This design comes from an exercise in tuning for small area and a short achievable clock period on the open sky130 flow, not from production work.
At most, simulation tests tie the RTL to the original design; equivalence was not proved.
For runs 2 to 7, only the layout was checked, not whether the RTL still works.
No activity file was given, so power comes from the tool's default toggle rates.

`flow/config.mk`:
```
export PLATFORM = sky130hd
export DESIGN_NAME = adder64
export DESIGN_NICKNAME = adder64
export VERILOG_FILES = /design/flow/design.v
export SDC_FILE = /design/flow/constraint.sdc
export NUM_CORES = 4
export LEC_CHECK = 0
export CAP_MARGIN = 20
export CORE_MARGIN = 2
export CORE_UTILIZATION = 40
export SLEW_MARGIN = 20
```
`flow/design.v`:
```
module carry_lookahead_adder(x, y, result);
	parameter n = 64;
	input [n-1:0] x, y;
	output [n:0] result;
	wire [n-1:0] p, g;
	wire [n:0] c;
	assign c[0] = 1'b0;
	assign result[n] = c[n];
	genvar i;
    genvar j;
	generate
		for(i = 0; i < n; i=i+1)
		begin
			assign p[i] = x[i]|y[i];
			assign g[i] = x[i]&y[i];
			assign c[i+1] = g[i] | (p[i]&c[i]);
		end
	endgenerate
	generate
		for(j = 0; j < n; j=j+1)
		begin
			assign result[j] = x[j] ^ y[j] ^ c[j];
		end
	endgenerate
endmodule
module adder64 (clk, x, y, result);
    input clk;
    input [63:0] x, y;
    output [64:0] result;
    reg [63:0] x_r, y_r;
    reg [64:0] result_r;
    wire [64:0] sum;
    carry_lookahead_adder #(64) add (.x(x_r), .y(y_r), .result(sum));
    always @(posedge clk) begin
        x_r <= x;
        y_r <= y;
        result_r <= sum;
    end
    assign result = result_r;
endmodule
```
`flow/constraint.sdc`:
```
create_clock -name core_clock -period 28.0 [get_ports {clk}]
set_input_delay 5.6000 -clock core_clock [delete_from_list [all_inputs] [get_ports {clk}]]
set_output_delay 5.6000 -clock core_clock [all_outputs]
set_load 0.01 [all_outputs]
```
`flow/run.sh`:
```
#!/bin/bash
# synth_recipe.tcl (not shown) runs the flow's synth.tcl, then flattens the netlist and writes it again
# the make line also repeats each setting of config.mk as NAME=value (left out here)
make -C /OpenROAD-flow-scripts/flow DESIGN_CONFIG=/design/flow/config.mk WORK_HOME=/design/flow/orfs CLKGATE_MAP_FILE= SYNTH_SCRIPT=/design/flow/synth_recipe.tcl finish
```
==> run_results.csv, run 1 <==
group,metric,value,unit
outcome,status,"no timing/DRC/antenna violations",
synth,yosysMostFrequentCell,"dfxtp_1",
critical_path,crit_path_start_kind,"flop",
pwr,p_int,0.512,mW
sta,rsz0062_at_grt,"false",
floorplan,start_util,40.9,%
place,dpl.hpwl,6890,µm
pwr,switching_power,0.135,mW
critical_path,cp_common_cell,"fa_2",
layout,drive_gt1_share,16.3,%
sta,drv_slew,0,
synth,syn_area,5160,µm²
global_routing,grt_max_degree,17,
synth,synth_cells,262,
synth,avgSynthCellArea,19.7,µm²
clocking,cts_buffers,17,
critical_path,worstSetupEndpointType,"flop",
place,dpl.cell_count,627,
global_routing,grt_pass1_vias,2902,
pwr,p_leak,3.13,nW
floorplan,die_w,118,µm
synth,yosys.area.top_type,"dfxtp_1",
layout,diodes,0,
synth,yosysWarnings,1,
critical_path,crit_type,"reg -> reg",
layout,nets,667,
critical_path,slowest_delay,470,ps
sta,final-setup-viol-count,0,
synth,ys_top_cells_by_area,"dfxtp_1 (75%), fa_1 (24%), inv_1 (0.36%)",
sta,finalCritPeriodShare,96.7,%
clocking,clock_path_buffers,2,
floorplan,die-area,13800,µm²
sta,hold_violations,0,
routing,vias,2568,
critical_path,cp_slowest_cell,"fa_1",
clocking,worstSkewPairLatency,420,ps
routing,ant_nets,0,
clocking,cts.sinks,193,
clocking,clk_pin_slew,60,ps
job,cap_violations,0,
routing,drc_errors,0,
global_routing,grtUsageTotal,14.1,%
place,globalplace.congestion,0.710,
clocking,cts_tree,"done",
clocking,htree_levels,4,
pwr,vdd_drop_max,46.4,µV
layout,stdcell_count,658,
routing,dr.first_iter.drc_count,96,
global_routing,grt_pass1_wl,14400,µm
critical_path,crit_fanout,1,
worst_hold_path,hold_class,"reg -> reg",
sta,finClkSkew,6.97,ps
place,place_area,7360,µm²
routing,viasPerCell,3.90,
clocking,cts_root_buf,"clkbuf_16",
routing,drt-total-wl,8800,µm
pwr,switching_share,20.8,%
global_routing,grt_overflow,0,
synth,ys_seq_elements,193,
synth,ys.flop_type,"dfxtp_1",
synth,syn_nets,455,
synth,yosys.area.top_type_share,74.9,%
sta,tightest_slew,187,ps
pwr,seqPwrFrac,48.6,%
pwr,p_total,0.646,mW
critical_path,critPathArrivalTime,27430,ps
synth,synth_edf_count,0,
synth,synthTopCellsByCount,"dfxtp_1 (193), fa_1 (63), inv_1 (5), ha_1 (1)",
sta,max_slew_margin,87.5,%
floorplan,ios,194,
sta,timing.fmax,0.0369,GHz
layout,syn_to_final_growth,55.9,%
routing,firstDrtPassIters,4,
synth,synth.distinct_cells,4,
pwr,power_density,80.4,nW/µm²
critical_path,crit_required,28360,ps
layout,fin_area,8040,µm²
sta,min_period,27070,ps
floorplan,core_area,12600,µm²
pwr,combPwrFrac,13.9,%
pwr,power.share.clock,37.5,%
global_routing,antenna_found_initial,0,
synth,synth-seq-area-share,74.9,%
floorplan,die_y,118,µm
floorplan,rows,41,
routing,wl_per_cell,13.4,µm
synth,async_flop_share,0,%
place,io_buffer_count,193,
==> per-stage QoR <==
stage / util (%) / hold WS [ps] / setup slack, ps / TNS [ps]
finish: 63.7 / 469 / 932 / 0
detailed placement: 58.3 / 452 / -958 / -2450
floorplan: - / 420 / 3.80 / 0
CTS: 63.5 / 468 / 30.4 / 0
global placement: 58.3 / 427 / -777 / -1760
global route: 63.7 / 484 / 60.5 / 0
==> timing repair <==
action | 4_1_cts | 5_1_grt
resized for setup | 17 | 11
setup buffers | 0 | 0
endpoints found under the setup margin | 4 | 3
pin swaps | 0 | 0
cloned | 0 | 0
hold buffers | 0 | 0
==> layout make-up <==
class	instances	area, µm²
fill	954	4580
clock buffer	22	484
sequential	193	3860
timing repair buffer	193	1930
clock inverter	9	130
inverter	5	18.8
multi-input combinational	64	1400
tap	172	215
==> worst paths after layout <==
path / endpoint / slack [ps] / from / cells after the start
worst min-delay path: result_r[0] / 470 / x_r[0] / 1
worst min register to register: result_r[0] / 470 / x_r[0] / 1
worst max register to register: result_r[63] / 930 / y_r[0] / 66
worst max-delay path: result_r[63] / 930 / y_r[0] / 66
==> critical path, delay by kind of cell (launching register included) <==
kind | cells | cell delay, ps
buffers and inverters | 2 | 140
adder cells (fa/ha/maj) | 64 | 26540
flip-flops | 1 | 300
==> cell families (layout without fill, tap and decap cells) <==
logic type                 count (synthesis)  after routing  synth area share (%)
adders and majority gates                 64             64                  24.7
DFF                                      193            193                  74.9
buffers and inverters                      5            229                 0.364
==> power by group through the flow <==
stage / clock network, mW / registers [mW] / logic [mW]
2_1_floorplan: 0 / 0.330 / 0.0168
3_3_place_gp: 0 / 0.320 / 0.0890
3_5_place_dp: 0 / 0.320 / 0.0899
4_1_cts: 0.249 / 0.315 / 0.0914
5_1_grt: 0.262 / 0.317 / 0.0992
6_report: 0.242 / 0.314 / 0.0896
==> registers in the layout, indices dropped and copies added, names as in the netlist <==
signal	flops
x_r	64
y_r	64
result_r	65
==> metal layers <==
metal	track usage (%)	wire length, µm
met1	15.3	3270
met2	21.8	4340
met3	8.48	1030
met4	7.15	157
met5	0	0
==> placed cells by master, fill, tap and decap left out, drive strengths merged <==
master,n
inv,5
bufinv,3
ha,1
dfxtp,193
clkinv,2
clkinvlp,4
clkbuf,22
fa,63
clkdlybuf4s50,193
==> inputs of run 2 (changes only) <==
--- a/flow/design.v
+++ b/flow/design.v
@@ -4,22 +4,3 @@
 	output [n:0] result;
-	wire [n-1:0] p, g;
-	wire [n:0] c;
-	assign c[0] = 1'b0;
-	assign result[n] = c[n];
-	genvar i;
-    genvar j;
-	generate
-		for(i = 0; i < n; i=i+1)
-		begin
-			assign p[i] = x[i]|y[i];
-			assign g[i] = x[i]&y[i];
-			assign c[i+1] = g[i] | (p[i]&c[i]);
-		end
-	endgenerate
-	generate
-		for(j = 0; j < n; j=j+1)
-		begin
-			assign result[j] = x[j] ^ y[j] ^ c[j];
-		end
-	endgenerate
+	assign result = {1'b0, x} + {1'b0, y};
 endmodule
==> run 2 against run 1 <==
  * Hold slack worse by 17 ps
  * Synthesized area is 52% higher
  * Combinational power is 91% higher
  * Sequential share of layout area is 11 points lower
  * Synthesized cell count grew to 3.0 times the previous value
  * Maximum frequency grew to 3.9 times the previous value
  * Largest power group unchanged
  * Utilization is 9.4 points lower
==> run_results.csv, run 2 <==
group,metric,value,unit
sta,tightest_slew,579,ps
sta,finalCritPeriodShare,24.7,%
critical_path,cp_cell_sequence,"clkdlybuf4s50_1",
critical_path,crit_fanout,1,
routing,dr.first_iter.drc_count,355,
routing,firstDrtPassIters,7,
clocking,clk_pin_slew,70,ps
sta,final-setup-viol-count,0,
synth,yosysWarnings,1,
critical_path,cp-endpoint,"result[30]",
global_routing,grtUsageTotal,19.1,%
clocking,cts_tree,"done",
layout,post-route-util,54.3,%
synth,synth_cells,777,
critical_path,reg2reg_depth,10,
place,io_buffer_count,193,
global_routing,grt_pass1_wl,30400,µm
clocking,htree_levels,4,
global_routing,antenna_found_initial,0,
synth,async_flop_share,0,%
synth,synthTopCellsByCount,"dfxtp_1 (193), a21oi_1 (70), ha_1 (64), nand2_1 (54), o21ai_0 (48)",
clocking,cts-hold-fix-buffers,0,
sta,setup-tns-final,0,ps
critical_path,crit_type,"reg -> out",
synth,avgSynthCellArea,10.1,µm²
layout,nets,1154,
critical_path,r2r_start,"y_r[13]",
synth,syn_nets,971,
routing,vias,6235,
place,place_area,9960,µm²
critical_path,critPathArrivalTime,1320,ps
clocking,cts-resized-gates,0,
synth,ys_top_cells_by_area,"dfxtp_1 (49%), ha_1 (10%), a21oi_1 (4.5%)",
floorplan,ios,194,
critical_path,crit_path_start_kind,"flop",
floorplan,die_y,144,µm
synth,synth-seq-area-share,49.3,%
floorplan,rows,51,
synth,synth_xor_area_share,6.48,%
clocking,postCtsSetupBuffers,0,
critical_path,r2r_slack,24880,ps
layout,fin_area,10500,µm²
layout,syn_to_final_growth,34.0,%
routing,ant_nets,0,
layout,largest_reg_flops,65,
sta,drv_slew,0,
pwr,power_density,67.7,nW/µm²
routing,viasPerCell,5.04,
floorplan,start_util,40.5,%
synth,yosysMostFrequentCell,"dfxtp_1",
sta,min_period,6920,ps
critical_path,crit_family,"buffers and inverters",
floorplan,die_w,144,µm
critical_path,slowest_delay,540,ps
critical_path,path_depth,1,
critical_path,path_buf_inv,1,
place,dpl.hpwl,15400,µm
synth,ys_seq_elements,193,
synth,synth-compound-area-share,18.9,%
critical_path,startpoint,"result_r[30]",
pwr,vdd_drop_max,47.4,µV
worst_hold_path,hold_start,"x_r[0]",
critical_path,regToRegEndpoint,"result_r[63]",
outcome,status,"no timing/DRC/antenna violations",
pwr,p_leak,4.37,nW
routing,drt-total-wl,19500,µm
synth,yosys.area.top_type_share,49.3,%
sta,timing.fmax,0.145,GHz
critical_path,cp_slowest_cell,"clkdlybuf4s50_1",
synth,synth.distinct_cells,70,
layout,drive_gt1_share,5.45,%
layout,reg_top3,"result_r (65), x_r (64), y_r (64)",
synth,synth_simple_gate_area_share,12.2,%
synth,yosys.area.top_type,"dfxtp_1",
sta,hold_violations,0,
sta,rsz0062_at_grt,"false",
clocking,cts_buffers,17,
critical_path,worstSetupEndpointType,"primary output",
pwr,p_total,0.711,mW
layout,layout_common_cells,"clkdlybuf4s50_1 (193), dfxtp_1 (193), a21oi_1 (70)",
place,globalplace.congestion,0.869,
synth,synthAdderAreaFrac,10.5,%
global_routing,grt_max_degree,18,
clocking,clock_path_buffers,2,
global_routing,grt_pass1_vias,5997,
clocking,worstSkewPairLatency,440,ps
layout,diodes,0,
worst_hold_path,hold_class,"reg -> reg",
routing,drc_errors,0,
clocking,cts.sinks,193,
synth,ys.flop_type,"dfxtp_1",
floorplan,die-area,20700,µm²
layout,top_register,"result_r",
sta,finClkSkew,11.5,ps
synth,synth_top_family_by_area,"compound AO/OA/AOI/OAI gates",
global_routing,grt_overflow,0,
job,cap_violations,0,
clocking,cts_root_buf,"clkbuf_16",
sta,max_slew_margin,61.0,%
synth,syn_area,7840,µm²
synth,synth_mux_area_share,0.128,%
routing,wl_per_cell,15.7,µm
sta,holdWs,452,ps
floorplan,core_area,19300,µm²
synth,synth_edf_count,0,
critical_path,crit_required,22400,ps
## run 2: per-layer routing
layer	wire (µm)	GRT usage [%]	vias to the layer above
met1	9160	25.9	2837
met3	1080	4.07	25
met2	8850	30.1	210
met5	0	0	-
li1	-	-	3163
met4	384	6.81	0
## run 2: report_power, final
part	internal (mW)	total [mW]	switching [mW]
clock	0.118	0.225	0.107
combinational	0.0893	0.171	0.0820
sequential	0.306	0.314	0.00843
total	0.513	0.711	0.198
## run 2: layout make-up
type / instances / area [µm²]
clock buffers: 20 / 447
clock inverters: 12 / 97.6
fillers: 1724 / 8830
inverters: 14 / 52.6
multi-input cells: 541 / 3780
flip-flops and latches: 193 / 3860
well taps: 265 / 332
repair buffers: 193 / 1930
## run 2: metrics by stage
| step | cells | setup WS [ps] |
|---|---|---|
| floorplan | 777 | 22070 |
| global placement | 1206 | 21560 |
| detailed placement | 1206 | 21560 |
| CTS | 1238 | 21080 |
| global route | 1238 | 21060 |
| finish | 1238 | 21080 |
## run 2: logic make-up (layout without fill, tap and decap cells)
kind of cell / after synthesis / count (layout)
XOR/XNOR: 58 / 58
multiplexers: 1 / 1
flip-flops: 193 / 193
buffers and inverters: 43 / 239
AND/OR/NAND/NOR: 192 / 192
adder cells (fa/ha/maj): 65 / 65
AO/OA/AOI/OAI: 225 / 225
## run 2: worst min-delay path by stage
stage / end / slack (ps) / cells after the start
2_1_floorplan: result_r[0] / 420 / 1
3_3_place_gp: result_r[0] / 430 / 1
3_5_place_dp: result_r[0] / 440 / 1
4_1_cts: result_r[0] / 450 / 1
5_1_grt: result_r[0] / 480 / 1
6_report: result_r[0] / 450 / 1
==> inputs of run 3 (changes only) <==
==> flow/design.v (replaced) <==
module block_sum2(x, y, s, c);
	parameter n = 64;
	input  [n-1:0] x, y;
	output [n-1:0] s;
	output [n/2-1:0] c;
	genvar j;
	generate
		for (j = 0; j < n/2; j = j + 1)
		begin : blk
			wire c0 = x[2*j] & y[2*j];
			assign s[2*j]   = x[2*j] ^ y[2*j];
			assign s[2*j+1] = x[2*j+1] ^ y[2*j+1] ^ c0;
			assign c[j]     = (x[2*j+1] & y[2*j+1]) | ((x[2*j+1] ^ y[2*j+1]) & c0);
		end
	endgenerate
endmodule
module carry_lookahead_adder(s, c, result);
	parameter n = 64;
	input  [n-1:0] s;
	input  [n/2-1:0] c;
	output [n:0] result;
	wire [n/2:0] ci;    
	assign ci[0] = 1'b0;
	assign result[n] = ci[n/2];
	genvar j;
	generate
		for (j = 0; j < n/2; j = j + 1)
		begin : blk
			assign ci[j+1] = c[j] | (s[2*j] & s[2*j+1] & ci[j]);
			assign result[2*j]   = s[2*j] ^ ci[j];
			assign result[2*j+1] = s[2*j+1] ^ (s[2*j] & ci[j]);
		end
	endgenerate
endmodule
module adder64 (clk, x, y, result);
    input clk;
    input [63:0] x, y;
    output [64:0] result;
    wire [63:0] s;
    wire [31:0] c;
    reg [63:0] s_r;
    reg [31:0] c_r;
    reg [64:0] result_r;
    wire [64:0] sum;
    block_sum2 #(64) pre (.x(x), .y(y), .s(s), .c(c));
    carry_lookahead_adder #(64) add (.s(s_r), .c(c_r), .result(sum));
    always @(posedge clk) begin
        s_r <= s;
        c_r <= c;
        result_r <= sum;
    end
    assign result = result_r;
endmodule
==> run 3 against run 2 <==
  * Clock power rose by 4%
  * Clock skew fell by 4.8 ps
  * Maximum frequency rose by 0.30%
  * Clock-buffer cell count fell by 1
  * Largest power group unchanged
==> run_results.csv, run 3 <==
group,metric,value,unit
place,io_buffer_count,193,
routing,viasPerCell,4.55,
job,cap_violations,0,
routing,drc_errors,0,
floorplan,die-area,15100,µm²
synth,synth_edf_count,0,
clocking,clk_pin_slew,60,ps
pwr,combPwrFrac,18.9,%
clocking,htree_levels,4,
critical_path,crit_type,"reg -> out",
place,dpl.hpwl,9390,µm
sta,max_slew_margin,77.2,%
layout,diodes,0,
pwr,switching_share,23.8,%
pwr,seqPwrFrac,44.7,%
floorplan,die_y,123,µm
outcome,status,"no timing/DRC/antenna violations",
place,place_ws,21200,ps
layout,nets,815,
routing,wl_per_cell,14.5,µm
critical_path,path_buf_inv,1,
sta,drv_slew,0,
synth,yosysWarnings,1,
clocking,cts_buffers,17,
clocking,cts_root_buf,"clkbuf_16",
sta,tightest_slew,341,ps
layout,final_common_cell,"clkdlybuf4s50_1",
worst_hold_path,hold_class,"reg -> reg",
routing,drt-total-wl,11400,µm
worst_hold_path,hold_start,"s_r[1]",
global_routing,grtUsageTotal,15.9,%
global_routing,grt_pass1_wl,17500,µm
clocking,cts-hold-fix-buffers,0,
global_routing,grt_max_degree,17,
sta,postLayoutSetupSlackWorst,21100,ps
critical_path,worstSetupEndpointType,"primary output",
pwr,p_total,0.645,mW
critical_path,crit_path_start_kind,"flop",
layout,n_fill_cell,1098,
critical_path,cp_cell_sequence,"clkdlybuf4s50_1",
floorplan,core_area,13800,µm²
routing,firstDrtPassIters,3,
routing,vias,3563,
routing,ant_nets,0,
sta,final-setup-viol-count,0,
synth,yosysMostFrequentCell,"dfxtp_1",
pwr,switching_power,0.153,mW
sta,min_period,6900,ps
synth,yosys.area.top_type,"dfxtp_1",
synth,async_flop_share,0,%
layout,seq_area,3220,µm²
floorplan,start_util,40.8,%
pwr,p_leak,3.58,nW
synth,ys_top_cells_by_area,"dfxtp_1 (57%), ha_1 (14%), fa_1 (11%)",
floorplan,rows,43,
layout,multi_input_area,2410,µm²
synth,synth_cells,379,
sta,finalCritPeriodShare,24.6,%
sta,timing.fmax,0.145,GHz
critical_path,startpoint,"result_r[54]",
critical_path,crit_required,22400,ps
global_routing,grt_pass1_vias,3763,
synth,avgSynthCellArea,14.9,µm²
sta,finClkSkew,6.68,ps
clocking,cts.sinks,161,
critical_path,r2r_start,"s_r[20]",
clocking,cts-resized-gates,0,
synth,ys_seq_elements,161,
sta,rsz0062_at_grt,"false",
critical_path,crit_fanout,1,
clocking,cts_tree,"done",
layout,post-route-util,60.7,%
synth,yosys.area.top_type_share,57.2,%
layout,layout_common_cells,"clkdlybuf4s50_1 (193), dfxtp_1 (161), ha_1 (63)",
critical_path,slowest_delay,570,ps
critical_path,critPathArrivalTime,1300,ps
synth,ys.flop_type,"dfxtp_1",
synth,synthTopCellsByCount,"dfxtp_1 (161), ha_1 (63), fa_1 (32), xor2_1 (31), a31o_1 (11)",
pwr,power.share.clock,36.4,%
synth,synth-seq-area-share,57.2,%
critical_path,cp_slowest_cell,"clkdlybuf4s50_1",
routing,dr.first_iter.drc_count,110,
clocking,clock_path_buffers,2,
layout,top_register,"result_r",
floorplan,ios,194,
global_routing,grt_overflow,0,
clocking,worstSkewPairLatency,420,ps
clocking,postCtsSetupBuffers,0,
place,globalplace.congestion,0.732,
layout,syn_to_final_growth,48.9,%
pwr,p_int,0.491,mW
sta,setup-tns-final,0,ps
pwr,vdd_drop_max,43.1,µV
sta,hold_violations,0,
synth,syn_area,5640,µm²
layout,largest_reg_flops,65,
floorplan,die_w,123,µm
layout,drive_gt1_share,8.46,%
global_routing,antenna_found_initial,0,
synth,synth.distinct_cells,42,
critical_path,crit_family,"buffers and inverters",
layout,reg_top3,"result_r (65), s_r (64), c_r (32)",
synth,syn_nets,603,
pwr,power_density,76.8,nW/µm²
[run 3: changes by cell type in the layout (fill, tap and decap cells not counted), moves of 35 or more]
cell and delta:
nor2_1 -36, o21ai_0 -46, nand2_1 -45, a21oi_1 -66
xnor2_1 -35
[run 3: cell type report]
| type | instances | area share (%) |
|---|---|---|
| Sequential cell | 161 | 38.4 |
| Multi-Input combinational cell | 217 | 28.7 |
| Timing Repair Buffer | 193 | 23.0 |
| Clock buffer | 19 | 5.16 |
| Tap cell | 180 | 2.68 |
| Clock inverter | 12 | 1.98 |
| Inverter | 1 | 0.0447 |
[run 3: kinds of logic (layout without fill, tap and decap cells)]
kind of cell	count (synthesis)	count (layout)	synth area share [%]
adders and majority gates	95	95	25.3
AOI/OAI and AO/OA	55	55	9.30
xor gates and xnor gates	31	31	4.82
buffers and inverters	1	225	0.0665
and+or+nand+nor	36	36	3.31
DFF	161	161	57.2
[run 3: metal layers]
layer / global-route usage [%] / part of all wire (%)
met1: 15.3 / 37
met2: 29.0 / 54
met3: 7.76 / 8.3
met4: 5.75 / 1.5
met5: 0 / 0
[run 3: worst paths after layout]
kind,to,slack (ps),cells after the start
max,result[54],21100,1
min,result_r[1],330,0
max reg2reg,result_r[63],25450,10
min reg2reg,result_r[1],330,0
[run 3: through the flow]
step           instance area (µm²)  instances  hold slack, ps
2_1_floorplan                 5640        379             310
3_3_place_gp                  7790        752             312
3_5_place_dp                  7790        752             313
4_1_cts                       8390        783             327
5_1_grt                       8390        783             335
6_report                      8390        783             325
[run 3: power by group through the flow]
| stage | logic (mW) | registers [mW] | clock network, mW |
|---|---|---|---|
| after floorplan | 0.0328 | 0.302 | 0 |
| after global placement | 0.123 | 0.293 | 0 |
| after detailed placement | 0.124 | 0.294 | 0 |
| after CTS | 0.125 | 0.289 | 0.240 |
| after global routing | 0.135 | 0.293 | 0.249 |
| final | 0.122 | 0.288 | 0.235 |
==> inputs of run 4 (changes only) <==
==> flow/flow/run.sh (new file) <==
#!/bin/bash
# Standard layout, with the smallest buffer on every port and no dummy
# clock-tree loads. Full tool output goes to standard.log.
export BUFFER_PORTS_ARGS="-buffer_cell sky130_fd_sc_hd__buf_1"
export CTS_ARGS="-sink_clustering_enable -repair_clock_nets -dont_use_dummy_load"
bash standard.sh > standard.log 2>&1
==> flow/standard.sh (new file) <==
#!/bin/bash
# synth_recipe.tcl (not shown) runs the flow's synth.tcl, then flattens the netlist and writes it again
# the make line also repeats each setting of config.mk as NAME=value (left out here)
make -C /OpenROAD-flow-scripts/flow DESIGN_CONFIG=/design/flow/config.mk WORK_HOME=/design/flow/orfs CLKGATE_MAP_FILE= SYNTH_SCRIPT=/design/flow/synth_recipe.tcl "${@:-finish}"
removed: flow/run.sh
==> run 4 against run 3 <==
  * Still clean on timing, DRC and antenna
  * Cell area shrank 16%
  * Die area is the same
  * Maximum frequency grew 6.1%
  * Critical path type unchanged
  * Critical endpoint is now result[5]
  * Largest power group unchanged
==> run_results.csv, run 4 <==
group,metric,value,unit
outcome,status,"no timing/DRC/antenna violations",
synth,synth-compound-area-share,9.30,%
floorplan,die_w,123,µm
critical_path,slowest_delay,310,ps
critical_path,startpoint,"result_r[5]",
clocking,worstSkewPairLatency,420,ps
clocking,postCtsSetupBuffers,0,
clocking,clk_pin_slew,60,ps
pwr,vdd_drop_max,42.2,µV
sta,drv_slew,0,
layout,drive_gt1_share,6.62,%
layout,final_common_cell,"buf_1",
synth,synth.distinct_cells,42,
layout,reg_top3,"result_r (65), s_r (64), c_r (32)",
synth,synth_simple_gate_area_share,3.31,%
pwr,p_int,0.409,mW
pwr,power.share.clock,32.8,%
global_routing,grt_pass1_vias,3551,
routing,ant_nets,0,
floorplan,die_y,123,µm
synth,synthAdderAreaFrac,25.3,%
pwr,switching_share,25.6,%
routing,wl_per_cell,13.0,µm
clocking,cts-hold-fix-buffers,0,
synth,ys_seq_elements,161,
pwr,p_total,0.550,mW
critical_path,worstSetupEndpointType,"primary output",
synth,async_flop_share,0,%
layout,layout_common_cells,"buf_1 (193), dfxtp_1 (161), ha_1 (63)",
floorplan,rows,43,
synth,synthTopCellsByCount,"dfxtp_1 (161), ha_1 (63), fa_1 (32), xor2_1 (31), a31o_1 (11)",
synth,yosys.area.top_type,"dfxtp_1",
sta,final-setup-viol-count,0,
critical_path,path_buf_inv,1,
worst_hold_path,hold_class,"reg -> reg",
floorplan,core_area,13800,µm²
critical_path,r2r_start,"s_r[11]",
routing,firstDrtPassIters,4,
clocking,clock_path_buffers,2,
synth,yosysWarnings,1,
global_routing,grt_overflow,0,
routing,dr.first_iter.drc_count,106,
routing,drt-total-wl,10000,µm
pwr,seqPwrFrac,52.4,%
job,cap_violations,0,
critical_path,cp_slowest_cell,"dfxtp_1",
layout,stdcell_count,769,
routing,viasPerCell,4.55,
synth,synth_top_family_by_area,"adder cells",
synth,synth-seq-area-share,57.2,%
critical_path,crit_fanout,1,
critical_path,crit_path_start_kind,"flop",
clocking,cts_tree,"done",
clocking,cts_root_buf,"clkbuf_16",
critical_path,critPathArrivalTime,900,ps
routing,top_layer_used,"met4",
critical_path,cp_cell_sequence,"buf_1",
clocking,cts_buffers,17,
floorplan,die-area,15100,µm²
place,globalplace.congestion,0.788,
routing,met2_length,5060,µm
sta,setup-tns-final,0,ps
sta,timing.fmax,0.154,GHz
synth,synth_edf_count,0,
clocking,cts-resized-gates,0,
sta,holdWs,329,ps
synth,ys.flop_type,"dfxtp_1",
global_routing,grt_pass1_wl,15600,µm
layout,diodes,0,
pwr,combPwrFrac,14.7,%
sta,max_slew_margin,77.4,%
pwr,power_density,78.5,nW/µm²
routing,drc_errors,0,
synth,syn_area,5640,µm²
layout,post-route-util,50.7,%
sta,rsz0062_at_grt,"false",
place,dpl.hpwl,8180,µm
synth,yosys.area.top_type_share,57.2,%
pwr,switching_power,0.141,mW
routing,wl_met1,4060,µm
critical_path,crit_type,"reg -> out",
place,io_buffer_count,193,
global_routing,grtUsageTotal,13.9,%
synth,ys_top_cells_by_area,"dfxtp_1 (57%), ha_1 (14%), fa_1 (11%)",
sta,finalCritPeriodShare,23.2,%
floorplan,ios,194,
place,dpl.cell_count,752,
clocking,htree_levels,4,
sta,hold_violations,0,
synth,syn_nets,603,
synth,synth_cells,379,
critical_path,crit_required,22400,ps
pwr,p_leak,2.97,nW
critical_path,crit_family,"flip-flops",
sta,tightest_slew,336,ps
synth,avgSynthCellArea,14.9,µm²
global_routing,antenna_found_initial,0,
worst_hold_path,hold_start,"s_r[1]",
routing,vias,3499,
layout,top_register,"result_r",
global_routing,grt_max_degree,17,
sta,min_period,6500,ps
synth,synth_mux_area_share,0,%
layout,n_fill_cell,1212,
floorplan,start_util,40.8,%
layout,syn_to_final_growth,24.4,%
layout,largest_reg_flops,65,
synth,yosysMostFrequentCell,"dfxtp_1",
layout,nets,815,
sta,finClkSkew,14.6,ps
routing,wl_met3,659,µm
synth,synth_xor_area_share,4.82,%
clocking,cts.sinks,161,
-- run 4: cell type report --
class	instances	area (µm²)	area share (%)
multi-input cells	217	2410	34.4
repair buffers	193	724	10.3
flip-flops and latches	161	3220	46.0
inverters	1	3.75	0.0535
well taps	180	225	3.21
clock buffers	17	425	6.07
-- run 4: cell families after synthesis --
group / count (synthesis)
xor gates and xnor gates: 31
adders and majority gates: 95
DFF: 161
AOI/OAI and AO/OA: 55
and+or+nand+nor: 36
buffers and inverters: 1
-- run 4: power groups by stage --
stage	Sequential, mW	Clock (mW)	Combinational [mW]
after global routing	0.293	0.196	0.0927
after detailed placement	0.294	0	0.0826
after floorplan	0.302	0	0.0328
after global placement	0.293	0	0.0810
final	0.289	0.181	0.0810
after CTS	0.289	0.186	0.0836
-- run 4: worst paths after layout --
path             endpoint  slack, ps  depth (start not counted)
max             result[5]      21500                          1
min           result_r[1]        330                          0
max reg2reg  result_r[63]      25480                         10
min reg2reg   result_r[1]        330                          0
-- run 4: per-layer routing --
metal	vias to the layer above	global-route usage [%]
met5	-	0
met4	0	7.26
met3	16	5.76
met2	107	23.0
met1	1632	15.2
li1	1744	-
-- run 4: through the flow --
step / worst slack, ps / cell area [µm²]
2_1_floorplan: 21680 / 5640
3_3_place_gp: 21540 / 6590
3_5_place_dp: 21540 / 6590
4_1_cts: 21450 / 7010
5_1_grt: 21430 / 7010
6_report: 21500 / 7010
==> inputs of run 5 (changes only) <==
==> flow/flow/run.sh (replaced) <==
#!/bin/bash
# Standard layout, with the smallest buffer on every port and a lighter
# clock tree. Full tool output goes to standard.log.
export BUFFER_PORTS_ARGS="-buffer_cell sky130_fd_sc_hd__buf_1"
export CTS_ARGS="-sink_clustering_enable -repair_clock_nets -dont_use_dummy_load -buf_list sky130_fd_sc_hd__clkbuf_4 -sink_clustering_size 20"
bash standard.sh > standard.log 2>&1
==> run 5 against run 4 <==
  * Cell count rose by 0.13%
  * Wire length fell by 0.96%
  * Largest power group unchanged
  * Register-to-register slack about the same
  * Critical endpoint is now result[4]
  * Highest routed layer unchanged
==> run_results.csv, run 5 <==
group,metric,value,unit
layout,largest_reg_flops,65,
routing,vias,3509,
synth,async_flop_share,0,%
clocking,cts_buffers,17,
synth,syn_nets,603,
clocking,cts-resized-gates,0,
critical_path,critPathArrivalTime,1040,ps
synth,yosys.area.top_type,"dfxtp_1",
pwr,power.share.clock,20.0,%
global_routing,antenna_found_initial,1,
synth,ys_top_cells_by_area,"dfxtp_1 (57%), ha_1 (14%), fa_1 (11%)",
synth,synth_cells,379,
critical_path,crit_family,"flip-flops",
pwr,combPwrFrac,17.5,%
worst_hold_path,min_to,"result_r[1]",
layout,layout_common_cells,"buf_1 (193), dfxtp_1 (161), ha_1 (63)",
clocking,clk_pin_slew,120,ps
critical_path,path_buf_inv,1,
sta,setup-tns-final,0,ps
layout,nets,815,
routing,firstDrtPassIters,4,
sta,drv_slew,0,
routing,ant_nets,0,
layout,final_common_cell,"buf_1",
sta,max_slew_margin,77.5,%
synth,synth-seq-area-share,57.2,%
synth,ys_seq_elements,161,
critical_path,crit_required,22400,ps
clocking,cts.sinks,161,
synth,yosys.area.top_type_share,57.2,%
place,globalplace.congestion,0.788,
pwr,p_total,0.461,mW
critical_path,cp_cell_sequence,"buf_1",
worst_hold_path,min_delay_path_depth,0,
synth,yosysWarnings,1,
critical_path,reg2reg_depth,10,
routing,dr.first_iter.drc_count,107,
critical_path,cp_slowest_cell,"dfxtp_1",
routing,wl_per_cell,12.9,µm
sta,rsz0062_at_grt,"false",
layout,syn_to_final_growth,19.2,%
pwr,p_int,0.331,mW
synth,synth_edf_count,0,
pwr,vdd_drop_max,40.1,µV
clocking,cts_tree,"done",
routing,viasPerCell,4.56,
sta,finClkSkew,32.5,ps
sta,finalCritPeriodShare,23.7,%
floorplan,rows,43,
place,place_ws,21540,ps
clocking,cts_root_buf,"clkbuf_4",
place,io_buffer_count,193,
critical_path,crit_path_start_kind,"flop",
floorplan,die-area,15100,µm²
routing,drt-total-wl,9900,µm
critical_path,slowest_delay,330,ps
critical_path,crit_type,"reg -> out",
global_routing,grtUsageTotal,13.7,%
pwr,p_leak,2.84,nW
layout,reg_top3,"result_r (65), s_r (64), c_r (32)",
global_routing,grt_max_degree,17,
clocking,clock_path_buffers,2,
floorplan,core_area,13800,µm²
worst_hold_path,hold_start,"s_r[1]",
critical_path,crit_fanout,1,
clocking,cts-hold-fix-buffers,0,
synth,yosysMostFrequentCell,"dfxtp_1",
synth,synth.distinct_cells,42,
critical_path,r2r_slack,25480,ps
clocking,postCtsSetupBuffers,0,
sta,tightest_slew,334,ps
pwr,power_density,68.6,nW/µm²
layout,top_register,"result_r",
clocking,htree_levels,4,
sta,hold_violations,0,
floorplan,ios,194,
worst_hold_path,hold_class,"reg -> reg",
pwr,seqPwrFrac,62.4,%
sta,holdWs,344,ps
layout,drive_gt1_share,6.62,%
critical_path,worstSetupEndpointType,"primary output",
clocking,worstSkewPairLatency,540,ps
synth,synthTopCellsByCount,"dfxtp_1 (161), ha_1 (63), fa_1 (32), xor2_1 (31), a31o_1 (11)",
synth,syn_area,5640,µm²
sta,min_period,6640,ps
pwr,switching_power,0.130,mW
critical_path,r2r_start,"s_r[4]",
routing,drc_errors,0,
outcome,status,"no timing/DRC/antenna violations",
global_routing,grt_pass1_wl,15500,µm
global_routing,grt_pass1_vias,3536,
floorplan,die_y,123,µm
pwr,switching_share,28.1,%
job,cap_violations,0,
global_routing,grt_overflow,0,
synth,avgSynthCellArea,14.9,µm²
sta,postLayoutSetupSlackWorst,21360,ps
sta,final-setup-viol-count,0,
place,dpl.hpwl,8180,µm
floorplan,die_w,123,µm
floorplan,start_util,40.8,%
sta,timing.fmax,0.151,GHz
critical_path,regToRegEndpoint,"result_r[33]",
synth,ys.flop_type,"dfxtp_1",
run 5: cell counts after synthesis:
Identical to the previous run, type by type.
run 5: area by class of cell:
cell class                 count  area (µm²)
fill                        1250        7110
inverter                       1        3.75
antenna                        1        2.50
tap                          180         225
multi-input combinational    217        2410
clock buffer                  17         128
timing repair buffer         193         724
sequential                   161        3220
run 5: kinds of logic after synthesis:
family	after synthesis	share of synthesized area (%)
XOR/XNOR	31	4.82
AND/OR/NAND/NOR	36	3.31
flip-flops	161	57.2
adder cells (fa/ha/maj)	95	25.3
AO/OA/AOI/OAI	55	9.30
buffers and inverters	1	0.0665
run 5: metrics by stage:
stage          instance area (µm²)  cells  util, %
3_3_place_gp                  6590    752     47.6
4_1_cts                       6720    769     48.6
2_1_floorplan                 5640    379        -
5_1_grt                       6720    770     48.6
3_5_place_dp                  6590    752     47.6
6_report                      6720    770     48.6
run 5: worst register-to-register path: cells and delay by family (launching register included):
kind	cells	cell delay, ps
compound gates	7	1610
flops	1	350
simple gates	1	90
fa+ha+maj	1	200
xor+xnor	1	150
run 5: power groups by stage:
stage	combinational, mW	sequential [mW]	clock, mW
after global placement	0.0810	0.293	0
after global routing	0.0927	0.293	0.107
after floorplan	0.0328	0.302	0
after detailed placement	0.0826	0.294	0
final	0.0808	0.288	0.0923
after CTS	0.0835	0.289	0.0969
run 5: worst max-delay path by stage:
stage	end	slack [ps]	cells past startpoint	from
after floorplan	s_r[11]	21680	2	y[10]
after global placement	s_r[39]	21540	3	y[38]
after detailed placement	s_r[15]	21540	3	y[14]
after CTS	result[5]	21280	1	result_r[5]
after global routing	result[4]	21230	1	result_r[4]
final	result[4]	21360	1	result_r[4]
run 5: metal layers:
layer,up-vias,GRT usage [%],share of wire [%]
met1,1638,15.3,41
met5,-,0,0
met4,0,7.04,1.9
met2,109,22.6,50
met3,15,5.48,7.0
li1,1747,-,-
==> inputs of run 6 (changes only) <==
==> flow/flow/run.sh (replaced) <==
#!/bin/bash
# Standard layout, with the smallest buffer on every port and a lighter
# clock tree. Full tool output goes to standard.log.
export BUFFER_PORTS_ARGS="-buffer_cell sky130_fd_sc_hd__buf_1"
export CTS_ARGS="-sink_clustering_enable -repair_clock_nets -dont_use_dummy_load -buf_list sky130_fd_sc_hd__clkbuf_8 -root_buf sky130_fd_sc_hd__clkbuf_16 -sink_clustering_size 25 -sink_clustering_max_diameter 80"
bash standard.sh > standard.log 2>&1
--- a/flow/config.mk
+++ b/flow/config.mk
@@ -9,3 +9,3 @@
 export CORE_MARGIN = 2
-export CORE_UTILIZATION = 40
+export CORE_UTILIZATION = 60
 export SLEW_MARGIN = 20
==> run 6 against run 5 <==
  * Via count down 0.23%
  * Utilization up 25 points
  * Largest power group unchanged
  * Critical endpoint is now result[63]
  * Global-route usage up 5.9 points
  * Sequential power about the same
  * Highest routed layer unchanged
  * Register-to-register slack better by 50 ps
  * Combinational power about the same
  * Setup slack better by 190 ps
  * Total power up 6.8%
==> run_results.csv, run 6 <==
group,metric,value,unit
synth,syn_area,5640,µm²
sta,rsz0062_at_grt,"false",
outcome,status,"no timing/DRC/antenna violations",
global_routing,grt_pass1_vias,3540,
synth,yosys.area.top_type,"dfxtp_1",
global_routing,grt_max_degree,17,
floorplan,rows,35,
sta,finClkSkew,35.6,ps
critical_path,crit_fanout,1,
layout,largest_reg_flops,65,
floorplan,core_area,9200,µm²
pwr,p_total,0.492,mW
synth,syn_nets,603,
sta,max_slew_margin,77.5,%
sta,postLayoutSetupSlackWorst,21550,ps
synth,ys_seq_elements,161,
synth,synth.distinct_cells,42,
synth,yosysWarnings,1,
clocking,postCtsSetupBuffers,0,
floorplan,die-area,10200,µm²
clocking,cts-hold-fix-buffers,0,
synth,yosysMostFrequentCell,"dfxtp_1",
layout,nets,815,
sta,holdWs,335,ps
synth,synth_cells,379,
critical_path,crit_type,"reg -> out",
sta,setup-tns-final,0,ps
critical_path,worstSetupEndpointType,"primary output",
clocking,htree_levels,4,
critical_path,slowest_delay,330,ps
layout,multi_input_area,2410,µm²
place,io_buffer_count,193,
sta,min_period,6450,ps
routing,viasPerCell,5.00,
clocking,clk_pin_slew,90,ps
clocking,worstSkewPairLatency,370,ps
routing,firstDrtPassIters,4,
routing,dr.first_iter.drc_count,49,
routing,drt-total-wl,9520,µm
layout,reg_top3,"result_r (65), s_r (64), c_r (32)",
critical_path,r2r_start,"s_r[4]",
worst_hold_path,hold_start,"s_r[1]",
routing,vias,3501,
synth,avgSynthCellArea,14.9,µm²
layout,fin_area,6750,µm²
critical_path,path_buf_inv,1,
worst_hold_path,hold_class,"reg -> reg",
floorplan,start_util,61.3,%
critical_path,startpoint,"result_r[63]",
layout,final_common_cell,"buf_1",
critical_path,critPathArrivalTime,850,ps
critical_path,r2r_slack,25530,ps
critical_path,reg2reg_depth,10,
job,cap_violations,0,
layout,diodes,0,
clocking,cts_root_buf,"clkbuf_16",
critical_path,cp_cell_sequence,"buf_1",
layout,post-route-util,73.4,%
critical_path,crit_required,22400,ps
synth,ys.flop_type,"dfxtp_1",
place,dpl.cell_count,683,
sta,finalCritPeriodShare,23.0,%
place,place_ws,21540,ps
worst_hold_path,min_delay_path_depth,0,
sta,hold_violations,0,
place,place_area,6500,µm²
sta,final-setup-viol-count,0,
synth,synth_edf_count,0,
global_routing,antenna_found_initial,0,
worst_hold_path,min_to,"result_r[1]",
place,globalplace.congestion,0.796,
sta,drv_slew,0,
synth,synth-seq-area-share,57.2,%
layout,top_register,"result_r",
sta,timing.fmax,0.155,GHz
floorplan,die_y,101,µm
clocking,clock_path_buffers,2,
place,dpl.hpwl,7880,µm
routing,ant_nets,0,
critical_path,crit_path_start_kind,"flop",
clocking,cts-resized-gates,0,
synth,ys_top_cells_by_area,"dfxtp_1 (57%), ha_1 (14%), fa_1 (11%)",
pwr,p_leak,2.89,nW
clocking,cts_tree,"done",
synth,yosys.area.top_type_share,57.2,%
floorplan,ios,194,
synth,synthTopCellsByCount,"dfxtp_1 (161), ha_1 (63), fa_1 (32), xor2_1 (31), a31o_1 (11)",
layout,stdcell_count,700,
layout,syn_to_final_growth,19.7,%
layout,seq_area,3220,µm²
pwr,power_density,73.0,nW/µm²
pwr,vdd_drop_max,46.6,µV
clocking,cts_buffers,17,
layout,drive_gt1_share,6.62,%
routing,wl_per_cell,13.6,µm
critical_path,cp_slowest_cell,"dfxtp_1",
global_routing,grt_pass1_wl,15200,µm
sta,tightest_slew,334,ps
layout,layout_common_cells,"buf_1 (193), dfxtp_1 (161), ha_1 (63)",
critical_path,crit_family,"flip-flops",
synth,async_flop_share,0,%
floorplan,die_w,101,µm
global_routing,grt_overflow,0,
routing,drc_errors,0,
critical_path,regToRegEndpoint,"result_r[33]",
layout,n_fill_cell,702,
global_routing,grtUsageTotal,19.6,%
clocking,cts.sinks,161,
==> run 6: report_power, final <==
group / leakage, nW / switching (mW) / internal [mW] / total, mW
combinational: 1.40 / 0.0457 / 0.0352 / 0.0809
clock: 0.127 / 0.0661 / 0.0573 / 0.123
sequential: 1.36 / 0.0193 / 0.269 / 0.288
==> run 6: cell type report <==
| type | count | area share (%) |
|---|---|---|
| Sequential cell | 161 | 47.8 |
| Multi-Input combinational cell | 217 | 35.7 |
| Timing Repair Buffer | 193 | 10.7 |
| Clock buffer | 17 | 3.64 |
| Tap cell | 111 | 2.06 |
| Inverter | 1 | 0.0556 |
==> run 6: worst reg2reg max path, delay by kind of cell (launching register included) <==
family	cells	cell delay [ps]
adder cells (fa/ha/maj)	1	200
AO/OA/AOI/OAI	7	1600
XOR/XNOR	1	150
AND/OR/NAND/NOR	1	80
flip-flops	1	340
==> run 6: kinds of logic after synthesis <==
| group | after synthesis | synth area share, % |
|---|---|---|
| XOR/XNOR | 31 | 4.82 |
| AND/OR/NAND/NOR | 36 | 3.31 |
| flip-flops | 161 | 57.2 |
| adder cells (fa/ha/maj) | 95 | 25.3 |
| AO/OA/AOI/OAI | 55 | 9.30 |
| buffers and inverters | 1 | 0.0665 |
==> run 6: routing by layer <==
layer	up-vias	wire length (µm)	track usage [%]
li1	1737	-	-
met1	1635	3720	21.4
met2	116	4950	35.2
met3	13	700	7.42
met4	0	150	6.34
met5	-	0	0
==> run 6: worst max-delay path by stage <==
stage / cells after the start / slack [ps] / to
finish: 1 / 21550 / result[63]
global route: 1 / 21500 / result[11]
CTS: 1 / 21530 / result[63]
detailed placement: 3 / 21540 / s_r[41]
global placement: 3 / 21540 / s_r[35]
floorplan: 2 / 21680 / s_r[11]
==> inputs of run 7 (changes only) <==
==> flow/flow/run.sh (replaced) <==
#!/bin/bash
# Standard layout, with the smallest buffer on every port and a lighter
# clock tree. Full tool output goes to standard.log.
export BUFFER_PORTS_ARGS="-buffer_cell sky130_fd_sc_hd__buf_1"
export CTS_ARGS="-sink_clustering_enable -repair_clock_nets -dont_use_dummy_load -buf_list sky130_fd_sc_hd__clkbuf_8 -root_buf sky130_fd_sc_hd__clkbuf_16 -sink_clustering_size 40 -sink_clustering_max_diameter 150"
bash standard.sh > standard.log 2>&1
==> run 7 against run 6 <==
  * Via count stayed put
  * Combinational power is essentially flat
  * Hold slack unchanged
  * Sequential share of layout area is the same
  * Critical path depth is the same
  * Maximum frequency unchanged
  * Largest power group unchanged
==> run_results.csv, run 7 <==
group,metric,value,unit
sta,max_slew_margin,77.5,%
routing,firstDrtPassIters,4,
layout,syn_to_final_growth,19.7,%
synth,synthTopCellsByCount,"dfxtp_1 (161), ha_1 (63), fa_1 (32), xor2_1 (31), a31o_1 (11)",
clocking,htree_levels,4,
global_routing,grt_overflow,0,
pwr,power_density,73.0,nW/µm²
floorplan,ios,194,
synth,avgSynthCellArea,14.9,µm²
critical_path,cp_cell_sequence,"buf_1",
clocking,cts_root_buf,"clkbuf_16",
sta,hold_violations,0,
global_routing,grt_max_degree,17,
clocking,cts_buffers,17,
outcome,status,"no timing/DRC/antenna violations",
sta,finalCritPeriodShare,23.0,%
critical_path,cp_slowest_cell,"dfxtp_1",
clocking,worstSkewPairLatency,370,ps
floorplan,start_util,61.3,%
sta,final-setup-viol-count,0,
global_routing,grt_pass1_vias,3540,
clocking,cts-hold-fix-buffers,0,
layout,layout_common_cells,"buf_1 (193), dfxtp_1 (161), ha_1 (63)",
synth,synth_edf_count,0,
critical_path,crit_family,"flip-flops",
floorplan,die_w,101,µm
floorplan,die-area,10200,µm²
place,globalplace.congestion,0.796,
routing,viasPerCell,5.00,
sta,rsz0062_at_grt,"false",
routing,drc_errors,0,
sta,drv_slew,0,
critical_path,path_buf_inv,1,
routing,dr.first_iter.drc_count,49,
floorplan,core_area,9200,µm²
sta,min_period,6450,ps
synth,synth.distinct_cells,42,
synth,syn_nets,603,
synth,ys.flop_type,"dfxtp_1",
sta,timing.fmax,0.155,GHz
routing,vias,3501,
synth,ys_seq_elements,161,
routing,wl_per_cell,13.6,µm
synth,yosys.area.top_type_share,57.2,%
critical_path,slowest_delay,330,ps
critical_path,crit_path_start_kind,"flop",
critical_path,crit_fanout,1,
clocking,cts_tree,"done",
pwr,seqPwrFrac,58.5,%
critical_path,crit_type,"reg -> out",
critical_path,crit_required,22400,ps
clocking,clock_path_buffers,2,
layout,reg_top3,"result_r (65), s_r (64), c_r (32)",
floorplan,rows,35,
critical_path,critPathArrivalTime,850,ps
synth,yosysMostFrequentCell,"dfxtp_1",
clocking,cts-resized-gates,0,
sta,tightest_slew,334,ps
global_routing,grt_pass1_wl,15200,µm
synth,yosys.area.top_type,"dfxtp_1",
synth,synth-seq-area-share,57.2,%
routing,ant_nets,0,
layout,fin_area,6750,µm²
synth,syn_area,5640,µm²
worst_hold_path,hold_class,"reg -> reg",
global_routing,grtUsageTotal,19.6,%
pwr,vdd_drop_max,46.6,µV
global_routing,antenna_found_initial,0,
synth,yosysWarnings,1,
sta,setup-tns-final,0,ps
pwr,p_leak,2.89,nW
job,cap_violations,0,
pwr,combPwrFrac,16.4,%
layout,top_register,"result_r",
clocking,cts.sinks,161,
pwr,switching_share,26.6,%
layout,nets,815,
pwr,p_total,0.492,mW
critical_path,worstSetupEndpointType,"primary output",
place,io_buffer_count,193,
place,dpl.hpwl,7880,µm
layout,drive_gt1_share,6.62,%
pwr,switching_power,0.131,mW
synth,synth_cells,379,
layout,diodes,0,
place,place_area,6500,µm²
clocking,postCtsSetupBuffers,0,
layout,final_common_cell,"buf_1",
pwr,power.share.clock,25.1,%
synth,async_flop_share,0,%
layout,largest_reg_flops,65,
clocking,clk_pin_slew,90,ps
floorplan,die_y,101,µm
pwr,p_int,0.361,mW
sta,finClkSkew,35.6,ps
synth,ys_top_cells_by_area,"dfxtp_1 (57%), ha_1 (14%), fa_1 (11%)",
routing,drt-total-wl,9520,µm
layout,n_fill_cell,702,
## run 7: cell counts in the layout (fill, tap and decap cells not counted)
No cell type changed its count.
## run 7: final timing paths
check / start / to / slack [ps] / cells past startpoint
max: result_r[63] / result[63] / 21550 / 1
min: s_r[1] / result_r[1] / 330 / 0
max reg2reg: s_r[4] / result_r[33] / 25530 / 10
min reg2reg: s_r[1] / result_r[1] / 330 / 0
## run 7: cell families (layout without fill, tap and decap cells)
group           after synthesis  count (layout)  synth area share, %
compound gates               55              55                 9.30
fa+ha+maj                    95              95                 25.3
buf+inv                       1             211               0.0665
simple gates                 36              36                 3.31
flops                       161             161                 57.2
xor+xnor                     31              31                 4.82
## run 7: cell type report
type                    count  area, µm²  area share, %
clock buffers              17        245           3.64
inverters                   1       3.75         0.0556
multi-input cells         217       2410           35.7
flip-flops and latches    161       3220           47.8
well taps                 111        139           2.06
repair buffers            193        724           10.7
## run 7: per-stage QoR
stage               utilization [%]  hold WS, ps  cells  setup WS (ps)
floorplan                         -          310    379          21680
global placement               70.7          312    683          21540
global route                   73.4          339    700          21500
CTS                            73.4          331    700          21530
finish                         73.4          335    700          21550
detailed placement             70.7          318    683          21540
## run 7: metal layers
layer / routed length (µm) / GRT usage, %
met4: 150 / 6.34
met5: 0 / 0
met2: 4950 / 35.2
met1: 3720 / 21.4
met3: 700 / 7.42
## run 7: power groups by stage
stage	Clock (mW)	Sequential, mW	Combinational (mW)
after global placement	0	0.292	0.0799
final	0.123	0.288	0.0809
after floorplan	0	0.302	0.0328
after detailed placement	0	0.293	0.0826
after CTS	0.127	0.288	0.0832
after global routing	0.136	0.292	0.0933
==> inputs of run 8 (changes only) <==
==> flow/design.v (replaced) <==
module half_adder(a, b, s, co);
	input a, b;
	output s, co;
	assign s = a ^ b;
	assign co = a & b;
endmodule
module full_adder(a, b, ci, s, co);
	input a, b, ci;
	output s, co;
	assign s = a ^ b ^ ci;
	assign co = (a & b) | ((a ^ b) & ci);
endmodule
module block_sum(x, y, s, c);
	parameter n = 64;
	parameter K = 3;
	localparam NB = (n + K - 1) / K;
	input  [n-1:0] x, y;
	output [n-1:0] s;
	output [NB-1:0] c;
	wire [n:0] cc;      
	genvar i;
	generate
		for (i = 0; i < n; i = i + 1)
		begin : bit_
			if (i % K == 0)
			begin : h
				half_adder ha (.a(x[i]), .b(y[i]), .s(s[i]), .co(cc[i+1]));
			end
			else
			begin : f
				full_adder fa (.a(x[i]), .b(y[i]), .ci(cc[i]), .s(s[i]), .co(cc[i+1]));
			end
			if ((i % K == K - 1) || (i == n - 1))
			begin : out_
				assign c[i / K] = cc[i+1];
			end
		end
	endgenerate
endmodule
module carry_lookahead_adder(s, c, result);
	parameter n = 64;
	parameter K = 3;
	localparam NB = (n + K - 1) / K;
	input  [n-1:0] s;
	input  [NB-1:0] c;
	output [n:0] result;
	wire [NB:0] ci;     
	wire [n-1:0] t;     
	assign ci[0] = 1'b0;
	assign result[n] = ci[NB];
	genvar i, b;
	generate
		for (i = 0; i < n; i = i + 1)
		begin : bit_
			if (i % K == 0)
			begin : first
				assign t[i] = ci[i / K];
			end
			else
			begin : rest
				assign t[i] = t[i-1] & s[i-1];
			end
			assign result[i] = s[i] ^ t[i];
		end
		for (b = 0; b < NB; b = b + 1)
		begin : blk
			localparam LO = b * K;
			localparam HI = (b * K + K - 1 < n - 1) ? b * K + K - 1 : n - 1;
			assign ci[b+1] = c[b] | (&s[HI:LO] & ci[b]);
		end
	endgenerate
endmodule
module adder64 (clk, x, y, result);
    input clk;
    input [63:0] x, y;
    output [64:0] result;
    localparam K = 3;
    localparam NB = (64 + K - 1) / K;
    wire [63:0] s;
    wire [NB-1:0] c;
    reg [63:0] s_r;
    reg [NB-1:0] c_r;
    reg [64:0] result_r;
    wire [64:0] sum;
    block_sum #(64, K) pre (.x(x), .y(y), .s(s), .c(c));
    carry_lookahead_adder #(64, K) add (.s(s_r), .c(c_r), .result(sum));
    always @(posedge clk) begin
        s_r <= s;
        c_r <= c;
        result_r <= sum;
    end
    assign result = result_r;
endmodule
==> flow/flow/run.sh (replaced) <==
#!/bin/bash
# Standard layout, with the smallest buffer on every port and a lighter
# clock tree. Full tool output goes to standard.log.
export BUFFER_PORTS_ARGS="-buffer_cell sky130_fd_sc_hd__buf_1"
export CTS_ARGS="-sink_clustering_enable -repair_clock_nets -dont_use_dummy_load -buf_list {sky130_fd_sc_hd__clkbuf_4 sky130_fd_sc_hd__clkbuf_8} -root_buf sky130_fd_sc_hd__clkbuf_16"
bash standard.sh > standard.log 2>&1
--- a/flow/config.mk
+++ b/flow/config.mk
@@ -11 +11,3 @@
 export SLEW_MARGIN = 20
+export SYNTH_HIERARCHICAL = 1
+export SYNTH_MINIMUM_KEEP_SIZE = 0
==> run 8 against run 7 <==
  * First-iteration DRC count fell by 12%
  * Hold slack got worse by 4.5 ps
  * Cell count fell by 5.7%
  * Maximum frequency fell by 1.1%
  * Clock skew fell by 5.1 ps
  * Non-clock buffer count did not move
  * Wire length fell by 5.4%
  * Clock power fell by 3%
  * Critical path type is now in -> reg
  * Critical endpoint is now s_r[38]
==> run_results.csv, run 8 <==
group,metric,value,unit
outcome,status,"no timing/DRC/antenna violations",
layout,reg_top3,"result_r (65), s_r (64), c_r (22)",
sta,rsz0062_at_grt,"false",
critical_path,reg2reg_depth,11,
routing,wl_per_cell,13.7,µm
layout,syn_to_final_growth,16.8,%
synth,synthTopCellsByCount,"dfxtp_1 (151), ha_1 (63), fa_1 (42), buf_4 (25), xor2_1 (20)",
routing,firstDrtPassIters,4,
pwr,vdd_drop_max,32.7,µV
global_routing,grtUsageTotal,19.5,%
floorplan,core_area,8760,µm²
critical_path,crit_path_start_kind,"primary input",
sta,final-setup-viol-count,0,
place,globalplace.congestion,0.722,
critical_path,crit_type,"in -> reg",
clocking,worstSkewPairLatency,360,ps
routing,ant_nets,0,
job,cap_violations,0,
sta,timing.fmax,0.153,GHz
global_routing,grt_max_degree,17,
clocking,clock_path_buffers,2,
global_routing,grt_overflow,0,
sta,finalCritPeriodShare,23.3,%
routing,vias,3204,
floorplan,die_y,99.4,µm
critical_path,r2r_slack,25200,ps
synth,yosys.area.top_type,"dfxtp_1",
critical_path,cp_common_cell,"fa_1",
synth,synth_cells,367,
pwr,p_leak,2.77,nW
layout,layout_common_cells,"buf_1 (193), dfxtp_1 (151), ha_1 (63)",
critical_path,r2r_start,"c_r[0]",
routing,drc_errors,0,
synth,synth-seq-area-share,55.3,%
clocking,cts_tree,"done",
clocking,htree_levels,4,
clocking,cts_buffers,17,
clocking,cts-resized-gates,0,
critical_path,crit_fanout,1,
routing,dr.first_iter.drc_count,43,
global_routing,antenna_found_initial,0,
sta,holdWs,330,ps
critical_path,cp_cell_sequence,"buf_1 -> ha_1 -> fa_1 -> fa_1",
global_routing,grt_use_met1,22.7,%
sta,drv_slew,0,
critical_path,critPathArrivalTime,6720,ps
critical_path,crit_required,28200,ps
layout,largest_reg_flops,65,
synth,syn_area,5460,µm²
place,io_buffer_count,193,
layout,n_fill_cell,669,
floorplan,rows,34,
synth,yosysWarnings,7,
global_routing,use_met3,6.47,%
synth,synth.distinct_cells,29,
worst_hold_path,min_to,"result_r[2]",
sta,max_slew_margin,74.8,%
synth,ys_top_cells_by_area,"dfxtp_1 (55%), fa_1 (15%), ha_1 (14%)",
sta,setup-tns-final,0,ps
global_routing,top_usage_layer,"met2",
critical_path,cp_slowest_cell,"fa_1",
clocking,cts.sinks,151,
critical_path,slowest_delay,460,ps
worst_hold_path,min_delay_path_depth,0,
sta,finClkSkew,30.5,ps
floorplan,ios,194,
floorplan,die_w,99.4,µm
synth,ys_seq_elements,151,
routing,viasPerCell,4.85,
sta,hold_violations,0,
pwr,power_density,73.7,nW/µm²
critical_path,regToRegEndpoint,"result_r[62]",
layout,nets,788,
global_routing,grt_pass1_vias,3371,
layout,top_register,"result_r",
global_routing,grt_pass1_wl,14700,µm
worst_hold_path,hold_start,"s_r[2]",
synth,yosysMostFrequentCell,"dfxtp_1",
sta,tightest_slew,374,ps
synth,syn_nets,601,
clocking,clk_pin_slew,60,ps
floorplan,die-area,9880,µm²
layout,diodes,0,
synth,yosys.area.top_type_share,55.3,%
synth,synth_edf_count,0,
place,dpl.hpwl,7430,µm
layout,final_common_cell,"buf_1",
routing,drt-total-wl,9010,µm
clocking,cts-hold-fix-buffers,0,
synth,avgSynthCellArea,14.9,µm²
critical_path,worstSetupEndpointType,"flop",
floorplan,start_util,62.3,%
layout,drive_gt1_share,3.99,%
synth,async_flop_share,0,%
clocking,cts_root_buf,"clkbuf_16",
global_routing,use_met2,33.7,%
sta,min_period,6520,ps
worst_hold_path,hold_class,"reg -> reg",
synth,ys.flop_type,"dfxtp_1",
clocking,postCtsSetupBuffers,0,
-- run 8: layer usage --
layer | vias up | share of wire [%]
met5 | - | 0
met4 | 0 | 0.91
met1 | 1464 | 40
met3 | 10 | 8.1
li1 | 1603 | -
met2 | 127 | 51
-- run 8: layout make-up --
cell class	count	area (µm²)	share of cell area (%)
Timing Repair Buffer	193	724	11.4
Inverter	5	18.8	0.294
Multi-Input combinational cell	186	2230	35.0
Sequential cell	151	3020	47.4
Clock buffer	17	245	3.84
Tap cell	108	135	2.12
-- run 8: kinds of logic after synthesis --
kind of cell / count (synthesis) / share of synthesized area, %
AO/OA/AOI/OAI: 29 / 4.65
AND/OR/NAND/NOR: 32 / 3.18
XOR/XNOR: 20 / 3.21
buffers and inverters: 30 / 3.78
flip-flops: 151 / 55.3
adder cells (fa/ha/maj): 105 / 29.8
-- run 8: worst max-delay path by stage --
stage | depth (start not counted) | to | from
2_1_floorplan | 4 | c_r[0] | x[0]
3_3_place_gp | 4 | s_r[8] | x[6]
3_5_place_dp | 4 | s_r[8] | x[6]
4_1_cts | 4 | s_r[38] | x[36]
5_1_grt | 4 | s_r[8] | x[6]
6_report | 4 | s_r[38] | x[36]
-- run 8: report_power, final --
part           leakage, nW  switching [mW]  internal, mW
clock                0.127          0.0619        0.0571
combinational         1.36          0.0448        0.0327
sequential            1.27          0.0174         0.256
-- run 8: worst max-delay path: cells and delay by family --
family,cells,cell delay [ps]
adders and majority gates,3,1050
buffers and inverters,1,70
-- run 8: metrics by stage --
stage / utilization [%] / std cells / instance area [µm²] / power [mW] / worst slack, ps
3_5_place_dp: 70.0 / 643 / 6130 / 0.357 / 21120
6_report: 72.8 / 660 / 6380 / 0.470 / 21480
2_1_floorplan: - / 367 / 5460 / 0.319 / 21250
3_3_place_gp: 70.0 / 643 / 6130 / 0.354 / 21150
4_1_cts: 72.8 / 660 / 6380 / 0.477 / 21500
5_1_grt: 72.8 / 660 / 6380 / 0.500 / 21460
-- run 8: modules after synthesis, one instance, submodules excluded, excerpt --
module | flip-flops and latches | cells
full_adder | 0 | 1
adder64 | 151 | 151
half_adder | 0 | 1
==> inputs of run 9 (changes only) <==
==> flow/flow/run.sh (replaced) <==
#!/bin/bash
# Standard layout, with the smallest buffer on every port and a lighter
# clock tree. Full tool output goes to standard.log.
export BUFFER_PORTS_ARGS="-buffer_cell sky130_fd_sc_hd__buf_1"
export CTS_ARGS="-sink_clustering_enable -repair_clock_nets -dont_use_dummy_load -buf_list sky130_fd_sc_hd__clkbuf_4 -root_buf sky130_fd_sc_hd__clkbuf_16"
bash standard.sh > standard.log 2>&1
--- a/flow/config.mk
+++ b/flow/config.mk
@@ -9,3 +9,4 @@
 export CORE_MARGIN = 2
-export CORE_UTILIZATION = 60
+export CORE_UTILIZATION = 80
+export PLACE_DENSITY = 0.85
 export SLEW_MARGIN = 20
==> run 9 against run 8 <==
  * Still clean
  * Cell area shrank 2.1%
  * Via count grew 11%
  * Clock skew grew 12 ps
  * First-iteration DRC count grew to 3.5 times the previous value
  * Wire length grew 29%
  * Critical path depth is the same
  * Sequential cell count is the same
  * Register-to-register slack lost 210 ps
  * Clock-buffer cell count is the same
  * Total power shrank 4.1%
  * Non-clock buffer count is the same
  * Critical endpoint is now s_r[56]
  * Largest cell class unchanged
==> run_results.csv, run 9 <==
group,metric,value,unit
outcome,status,"no timing/DRC/antenna violations",
layout,reg_top3,"result_r (65), s_r (64), c_r (22)",
clocking,cts_root_buf,"clkbuf_16",
synth,avgSynthCellArea,14.9,µm²
floorplan,die_y,86.6,µm
floorplan,start_util,81.7,%
layout,drive_gt1_share,3.99,%
sta,timing.fmax,0.151,GHz
pwr,p_total,0.451,mW
routing,drc_errors,0,
floorplan,ios,194,
clocking,cts_buffers,17,
layout,syn_to_final_growth,14.3,%
synth,async_flop_share,0,%
sta,finalCritPeriodShare,23.6,%
synth,yosys.area.top_type,"dfxtp_1",
sta,postLayoutSetupSlackWorst,21400,ps
sta,drv_slew,0,
sta,finClkSkew,42.4,ps
clocking,clock_path_buffers,2,
synth,ys.flop_type,"dfxtp_1",
synth,ys_top_cells_by_area,"dfxtp_1 (55%), fa_1 (15%), ha_1 (14%)",
routing,viasPerCell,5.63,
floorplan,die-area,7500,µm²
worst_hold_path,hold_class,"reg -> reg",
routing,firstDrtPassIters,4,
global_routing,top_usage_layer,"met2",
global_routing,use_met3,11.3,%
pwr,p_leak,2.72,nW
floorplan,rows,30,
global_routing,grt_max_degree,17,
routing,vias,3560,
routing,ant_nets,0,
clocking,cts-hold-fix-buffers,0,
clocking,worstSkewPairLatency,370,ps
place,dpl.hpwl,9110,µm
clocking,clk_pin_slew,90,ps
routing,wl_per_cell,18.4,µm
sta,final-setup-viol-count,0,
synth,synth_cells,367,
global_routing,antenna_found_initial,0,
clocking,htree_levels,4,
global_routing,grt_pass1_vias,3977,
place,io_buffer_count,193,
routing,dr.first_iter.drc_count,150,
pwr,power_density,72.2,nW/µm²
critical_path,crit_required,28200,ps
sta,setup-tns-final,0,ps
floorplan,die_w,86.6,µm
global_routing,grt_pass1_wl,17900,µm
layout,final_common_cell,"buf_1",
synth,synth.distinct_cells,29,
synth,yosysWarnings,7,
critical_path,crit_fanout,1,
global_routing,grtUsageTotal,32.9,%
place,dpl.cell_count,615,
routing,drt-total-wl,11600,µm
global_routing,grt_use_met1,30.6,%
synth,synth-seq-area-share,55.3,%
critical_path,worstSetupEndpointType,"flop",
critical_path,critPathArrivalTime,6810,ps
clocking,cts.sinks,151,
layout,stdcell_count,632,
layout,diodes,0,
critical_path,crit_path_start_kind,"primary input",
clocking,cts-resized-gates,0,
layout,top_register,"result_r",
sta,rsz0062_at_grt,"false",
synth,syn_area,5460,µm²
clocking,postCtsSetupBuffers,0,
sta,min_period,6600,ps
layout,nets,788,
sta,hold_violations,0,
place,globalplace.congestion,0.822,
layout,largest_reg_flops,65,
global_routing,use_met2,60.2,%
sta,max_slew_margin,68.9,%
synth,synth_edf_count,0,
job,cap_violations,0,
synth,ys_seq_elements,151,
global_routing,grt_overflow,0,
synth,yosys.area.top_type_share,55.3,%
sta,tightest_slew,462,ps
synth,yosysMostFrequentCell,"dfxtp_1",
synth,syn_nets,601,
floorplan,core_area,6680,µm²
critical_path,crit_type,"in -> reg",
pwr,vdd_drop_max,44.6,µV
place,place_ws,21120,ps
synth,synthTopCellsByCount,"dfxtp_1 (151), ha_1 (63), fa_1 (42), buf_4 (25), xor2_1 (20)",
layout,layout_common_cells,"buf_1 (193), dfxtp_1 (151), ha_1 (63)",
clocking,cts_tree,"done",
[run 9: cell counts after synthesis]
Identical to the previous run, type by type.
[run 9: layer usage]
layer	vias up	wire length (µm)	share of wire (%)
li1	1609	-	-
met1	1671	3890	33
met2	226	6250	54
met3	54	850	7.3
met4	0	647	5.6
met5	-	0	0
[run 9: modules after synthesis (local to each module, per instance), excerpt]
module	cell area [µm²]	copies in the design	cells inside	flip-flops and latches
adder64	3020	1	151	151
full_adder	20.0	42	1	0
half_adder	12.5	22	1	0
[run 9: through the flow]
step	hold WS (ps)	instance area [µm²]	util [%]
finish	335	6240	93.4
global route	351	6240	93.4
CTS	337	6240	93.4
detailed placement	316	6100	91.3
global placement	312	6100	91.3
floorplan	389	5460	-
[run 9: logic make-up after synthesis]
group,Yosys count,synth area share (%)
adder cells (fa/ha/maj),105,29.8
buffers and inverters,30,3.78
flip-flops,151,55.3
XOR/XNOR,20,3.21
AND/OR/NAND/NOR,32,3.18
AO/OA/AOI/OAI,29,4.65
[run 9: power by group]
group / internal [mW] / total [mW] / switching (mW)
clock network: 0.0332 / 0.0920 / 0.0588
logic: 0.0336 / 0.0824 / 0.0489
registers: 0.256 / 0.276 / 0.0206
[run 9: final cells by class]
class / count / area [µm²]
inverter: 5 / 18.8
timing repair buffer: 193 / 724
fill: 225 / 438
sequential: 151 / 3020
tap: 80 / 100
multi-input combinational: 186 / 2230
clock buffer: 17 / 145
[run 9: final timing paths]
check	startpoint	endpoint	slack, ps	depth (start not counted)
worst max-delay path	x[54]	s_r[56]	21400	4
worst min-delay path	s_r[2]	result_r[2]	340	0
worst max register to register	s_r[5]	result_r[62]	24990	11
worst min register to register	s_r[2]	result_r[2]	340	0
[run 9: critical path, stage by stage]
cell	delay (ps)
buf_1	80
ha_1	220
fa_1	420
fa_1	490

re-timing with driven ports:
Ports are ideal in the flow. The routed layouts listed here were re-timed in OpenROAD. Step 1, drivers: a clkbuf_16 drives clk and a buf_2 each remaining input, both assumed. Step 2 also shifts input and output timing later by t, the mid clock arrival at the registers, as if the neighbouring blocks saw the same clock. Three values: no drivers, after step 1, after step 2; two values: the first two.
| run | t, ns | slack for setup (ns) | worst setup path at the end | slew at the worst register clock pin (ns) | worst data-port slew with drivers (ns) |
|---|---|---|---|---|---|
| run 1 | 0.449 | 0.932 / 0.932 / 0.932 | register to register | 0.06 / 0.06 | 0.07 |
| run 2 | 0.478 | 21.081 / 21.035 / 21.513 | register to output | 0.07 / 0.07 | 0.07 |
| run 3 | 0.457 | 21.102 / 21.062 / 21.176 | input to register | 0.06 / 0.06 | 0.06 |
| run 4 | 0.452 | 21.498 / 21.457 / 21.518 | input to register | 0.06 / 0.06 | 0.04 |
| run 5 | 0.558 | 21.356 / 21.320 / 21.527 | input to register | 0.12 / 0.12 | 0.04 |
| run 6 | 0.384 | 21.548 / 21.513 / 21.508 | input to register | 0.09 / 0.09 | 0.04 |
| run 7 | 0.384 | 21.548 / 21.513 / 21.508 | input to register | 0.09 / 0.09 | 0.04 |
| run 8 | 0.379 | 21.477 / 21.489 / 21.110 | input to register | 0.08 / 0.08 | 0.06 |
| run 9 | 0.382 | 21.397 / 21.397 / 21.015 | input to register | 0.12 / 0.12 | 0.06 |
After both steps setup and hold are still met in every run listed. For run 9, which loses most, drivers alone change the setup slack by 0.000 ns; drivers and shift together by -0.382 ns.
